Context: an optimization exercise on an open-source flow, tuned for small area. The choices shown serve that exercise and are no tape-out recipe. At most, simulation tests tie the RTL to the original design; equivalence was not proved. Power is estimated from default activity; no workload was simulated.

==> inputs of trial 90 <==
// EF_TCC32_apb
module EF_TCC32_apb (
	input	wire 		ext_clk,
	input	wire 		PCLK,
	input	wire 		PRESETn,
	input	wire [31:0]	PADDR,
	input	wire 		PWRITE,
	input	wire 		PSEL,
	input	wire 		PENABLE,
	input	wire [31:0]	PWDATA,
	output	wire [31:0]	PRDATA,
	output	wire 		PREADY,
	output	wire 		irq
);
export LEC_CHECK = 0
export CAP_MARGIN = 20
export CORE_MARGIN = 2
export CORE_UTILIZATION = 40
export SLEW_MARGIN = 20
export SYNTH_HIERARCHICAL = 1
export SYNTH_MINIMUM_KEEP_SIZE = 0
create_clock -name core_clock -period 10.0 [get_ports {PCLK}]
standard.sh (not shown) runs the stock make flow with config.mk's settings and CLKGATE_MAP_FILE= SYNTH_SCRIPT=/design/flow/synth_recipe.tcl, a recipe that flattens the netlist after the stock synthesis.
==> flow/flow/run.sh <==
#!/bin/bash
# Standard ORFS layout (the standard.sh) with two changes to how the
# layout is made:
#  - after synthesis, combinational cells that ABC sized up are set back to
#    their smallest size (flow/downsize.py); the resizer sizes up again where
#    slew, capacitance or timing need it
#  - port buffers use the smallest buffer cell (buf_1)
#  - clock tree: clkbuf_4 buffers, small sink clusters, no dummy load cells
# Each step's output goes to its own log in this folder; ORFS's own per-step
# logs stay under orfs/logs/.
set -euo pipefail
RES=orfs/results/${FLOW_PLATFORM}/EF_TCC32_apb/base
LIB=${FLOW_HOME}/platforms/${FLOW_PLATFORM}/lib/sky130_fd_sc_hd__tt_025C_1v80.lib
bash standard.sh "$PWD/$RES/1_2_yosys.v" > flow_synth.log 2>&1
python3 flow/downsize.py "$LIB" "$RES/1_2_yosys.v" > flow_downsize.log 2>&1
bash standard.sh \
  "BUFFER_PORTS_ARGS=-buffer_cell sky130_fd_sc_hd__buf_1" \
  "CTS_ARGS=-sink_clustering_enable -repair_clock_nets -dont_use_dummy_load -buf_list sky130_fd_sc_hd__clkbuf_4 -sink_clustering_size 10 -sink_clustering_max_diameter 40" \
  finish > flow_make.log 2>&1
==> flow/flow/downsize.py <==
#!/usr/bin/env python3
"""Replace every combinational cell in a Yosys netlist by the smallest-area
cell of the same family (same function and pins, e.g. nor4_2 -> nor4_1).
Flip-flops, buffers and inverters are left as they are. The placer's
repair_design and repair_timing size cells up again where slew, capacitance
or timing need it.  usage: downsize.py LIB NETLIST"""
import re, sys
lib, net = sys.argv[1], sys.argv[2]
area = {}
for c in re.split(r'\n\s*cell\s*\(', open(lib).read())[1:]:
    n = re.match(r'\s*"?(\w+)', c).group(1)
    m = re.search(r'area\s*:\s*([\d.]+)', c)
    if m:
        area[n] = float(m.group(1))
fam = {}
for n, a in area.items():
    m = re.match(r'(sky130_fd_sc_hd__\w+?)_(\d+)$', n)
    if m:
        fam.setdefault(m.group(1), []).append((a, int(m.group(2)), n))
skip = re.compile(r'__(e?s?df|dl|buf|clkbuf|inv|clkinv|bufinv|clkdly|dlygate|dlymetal|conb|tap|fill|decap|lpflow|probe|diode|macro)')
best = {}
for f, v in fam.items():
    if skip.search(f + '_'):
        continue
    v.sort()
    for a, d, n in v:
        best[n] = v[0][2]
s = open(net).read()
cnt = [0]
def rep(m):
    n = m.group(1)
    b = best.get(n, n)
    if b != n:
        cnt[0] += 1
    return b + m.group(2)
s = re.sub(r'\b(sky130_fd_sc_hd__\w+)(\s+\S+\s*\()', rep, s)
open(net, 'w').write(s)
print('downsized', cnt[0], 'cells')
==> build 72: changes against trial 90 <==
==> flow/run.sh (new file) <==
#!/bin/bash
# synth_recipe.tcl (not shown) runs the flow's synth.tcl, then flattens the netlist and writes it again
# the make line also repeats each setting of config.mk as NAME=value (left out here)
make -C /OpenROAD-flow-scripts/flow DESIGN_CONFIG=/design/flow/config.mk WORK_HOME=/design/flow/orfs CLKGATE_MAP_FILE= SYNTH_SCRIPT=/design/flow/synth_recipe.tcl finish
removed: flow/flow/run.sh
removed: flow/flow/downsize.py
removed: flow/standard.sh
==> build 23: changes against trial 90 <==
--- a/flow/flow/run.sh
+++ b/flow/flow/run.sh
@@ -6,5 +6,4 @@
 #    slew, capacitance or timing need it
 #  - port buffers use the smallest buffer cell (buf_1)
-#  - clock tree: clkbuf_4 buffers, small sink clusters, no dummy load cells
 # Each step's output goes to its own log in this folder; ORFS's own per-step
 # logs stay under orfs/logs/.
@@ -16,4 +15,3 @@
 bash standard.sh \
   "BUFFER_PORTS_ARGS=-buffer_cell sky130_fd_sc_hd__buf_1" \
-  "CTS_ARGS=-sink_clustering_enable -repair_clock_nets -dont_use_dummy_load -buf_list sky130_fd_sc_hd__clkbuf_4 -sink_clustering_size 10 -sink_clustering_max_diameter 40" \
   finish > flow_make.log 2>&1
Settings changed: CORE_UTILIZATION 40 to 60, CTS_BUF_LIST set to sky130_fd_sc_hd__clkbuf_8, CTS_CLUSTER_DIAMETER set to 60, CTS_CLUSTER_SIZE set to 20.
==> run notes <==
* Worst slack, placed at around 2.4 ns
* Share of layout cells above drive strength 1 at 15.6%
* Number of cells in the design after placement at 1202
* Status: complete, no violations
* Routed via count divided by cell count at 5.39
That was build 72.
==> run notes <==
* Number of cells in the design after placement at 1197
* Fill cell instance count of the final layout at about 2.3k
* Routed via count divided by cell count at 5.47
* Share of layout cells above drive strength 1 at 6.38%
* Worst slack, placed at 3.18 ns
* Worst-case register-to-register setup slack at 3.14 ns
* Status: complete, no violations
* Largest net degree at the start of global routing at 44
That was trial 90.
==> run notes <==
* Post-Layout Cell Count at 1122
* Status: complete, no violations
* Number of cells in the design after placement at 1094
* Worst slack, placed at 2.94 ns
* Share of layout cells above drive strength 1 at between 5 and 6%
* Routed via count divided by cell count at around 6.1
That was build 23.

* * *

==> try-nickel: inputs <==
EF_TCC32_apb, a different RTL version from the one above (not shown whole).
Settings: LEC_CHECK=0, CAP_MARGIN=20, CORE_MARGIN=2, CORE_UTILIZATION=40, SLEW_MARGIN=20; clock period 10.0 ns.
run.sh (not shown) runs the stock make flow with config.mk's settings and CLKGATE_MAP_FILE= SYNTH_SCRIPT=/design/flow/synth_recipe.tcl, a recipe that flattens the netlist after the stock synthesis.
Stock flow here: none of the scripts above is used.
==> try-fjord: changes against try-nickel <==
--- a/flow/config.mk
+++ b/flow/config.mk
@@ -8,4 +8,7 @@
 export CAP_MARGIN = 20
 export CORE_MARGIN = 2
-export CORE_UTILIZATION = 40
+export CORE_UTILIZATION = 60
+export CTS_BUF_LIST = sky130_fd_sc_hd__clkbuf_8
+export CTS_CLUSTER_DIAMETER = 50
+export CTS_CLUSTER_SIZE = 15
 export SLEW_MARGIN = 20
==> try-zinc: changes against try-nickel <==
--- a/flow/config.mk
+++ b/flow/config.mk
@@ -8,4 +8,5 @@
 export CAP_MARGIN = 20
 export CORE_MARGIN = 2
-export CORE_UTILIZATION = 40
+export CORE_UTILIZATION = 60
+export CTS_BUF_LIST = sky130_fd_sc_hd__clkbuf_2 sky130_fd_sc_hd__clkbuf_4 sky130_fd_sc_hd__clkbuf_8
 export SLEW_MARGIN = 20
==> run notes <==
- NonClk Buf Share: 7.61%
- Routed wire length: 30.2 mm
- CTS Buf Count: 23
- Status: complete, no violations
- # nets final: 1,137
- Seq area share: 44.8%
(the above is from try-nickel)
==> run notes <==
- P_clk: 0.811 mW
- Max Freq: 124 MHz
- Routed wire length: 30.0 mm
- NonClk Buf Share: 8.00%
- Status: complete, no violations
- Seq area share: 45.1%
- Via density: 6.28
- CP Data Required Time: 10.42 ns
- # nets final: 1,152
(the above is from try-zinc)
==> run notes <==
- # nets final: 1,139
- Synth Instances: 992
- Met3 Use GR: 6.27%
- Routed wire length: 29.7 mm
- CTS Buf Count: 24
- Seq area share: 45.9%
- Status: complete, no violations
- Commonest cells after routing, fill and taps aside: edfxtp_1, clkdlybuf4s50_1, a21oi_1, dfxtp_1, xnor2_1
(the above is from try-fjord)
Function was not checked in any run of this note: the RTL went through the layout flow alone.

==> static timing again, ports no longer ideal <==
The results above use ideal ports. As a check the final layouts listed here were re-extracted and re-timed, cells and wires unchanged.
Step 1 assumes that a clkbuf_16 drives the clock port and a buf_2 every other input.
Step 2 adds t to the input delays and takes it off the output delays; t is the mean of the earliest and latest rising clock arrival at the registers after step 1. Input paths then give back, and output paths get back, about the clock's delay inside the block.
Slacks: ideal ports / drivers / drivers and shift; pairs: ideal ports / drivers.
run | shift t [ns] | slack for setup (ns) | worst hold slack (ns) | worst slew at a driven data input, ns
trial 90 | 0.688 | 3.136 / 3.136 / 3.136 | 0.321 / 0.321 / 0.321 | 0.04
build 72 | 0.553 | 2.425 / 2.404 / 2.404 | 0.351 / 0.351 / 0.351 | 0.05
build 23 | 0.548 | 2.949 / 2.949 / 2.949 | 0.347 / 0.347 / 0.347 | 0.04
try-nickel | 0.554 | 2.095 / 2.084 / 2.084 | 0.337 / 0.337 / 0.337 | 0.04
try-fjord | 0.599 | 1.977 / 1.977 / 1.977 | 0.335 / 0.335 / 0.335 | 0.05
try-zinc | 0.571 | 1.926 / 1.926 / 1.926 | 0.325 / 0.325 / 0.325 | 0.05
After both steps every run listed still meets setup and hold. For build 72, which loses most, drivers alone change the setup slack by -0.021 ns; drivers and shift together by -0.021 ns.
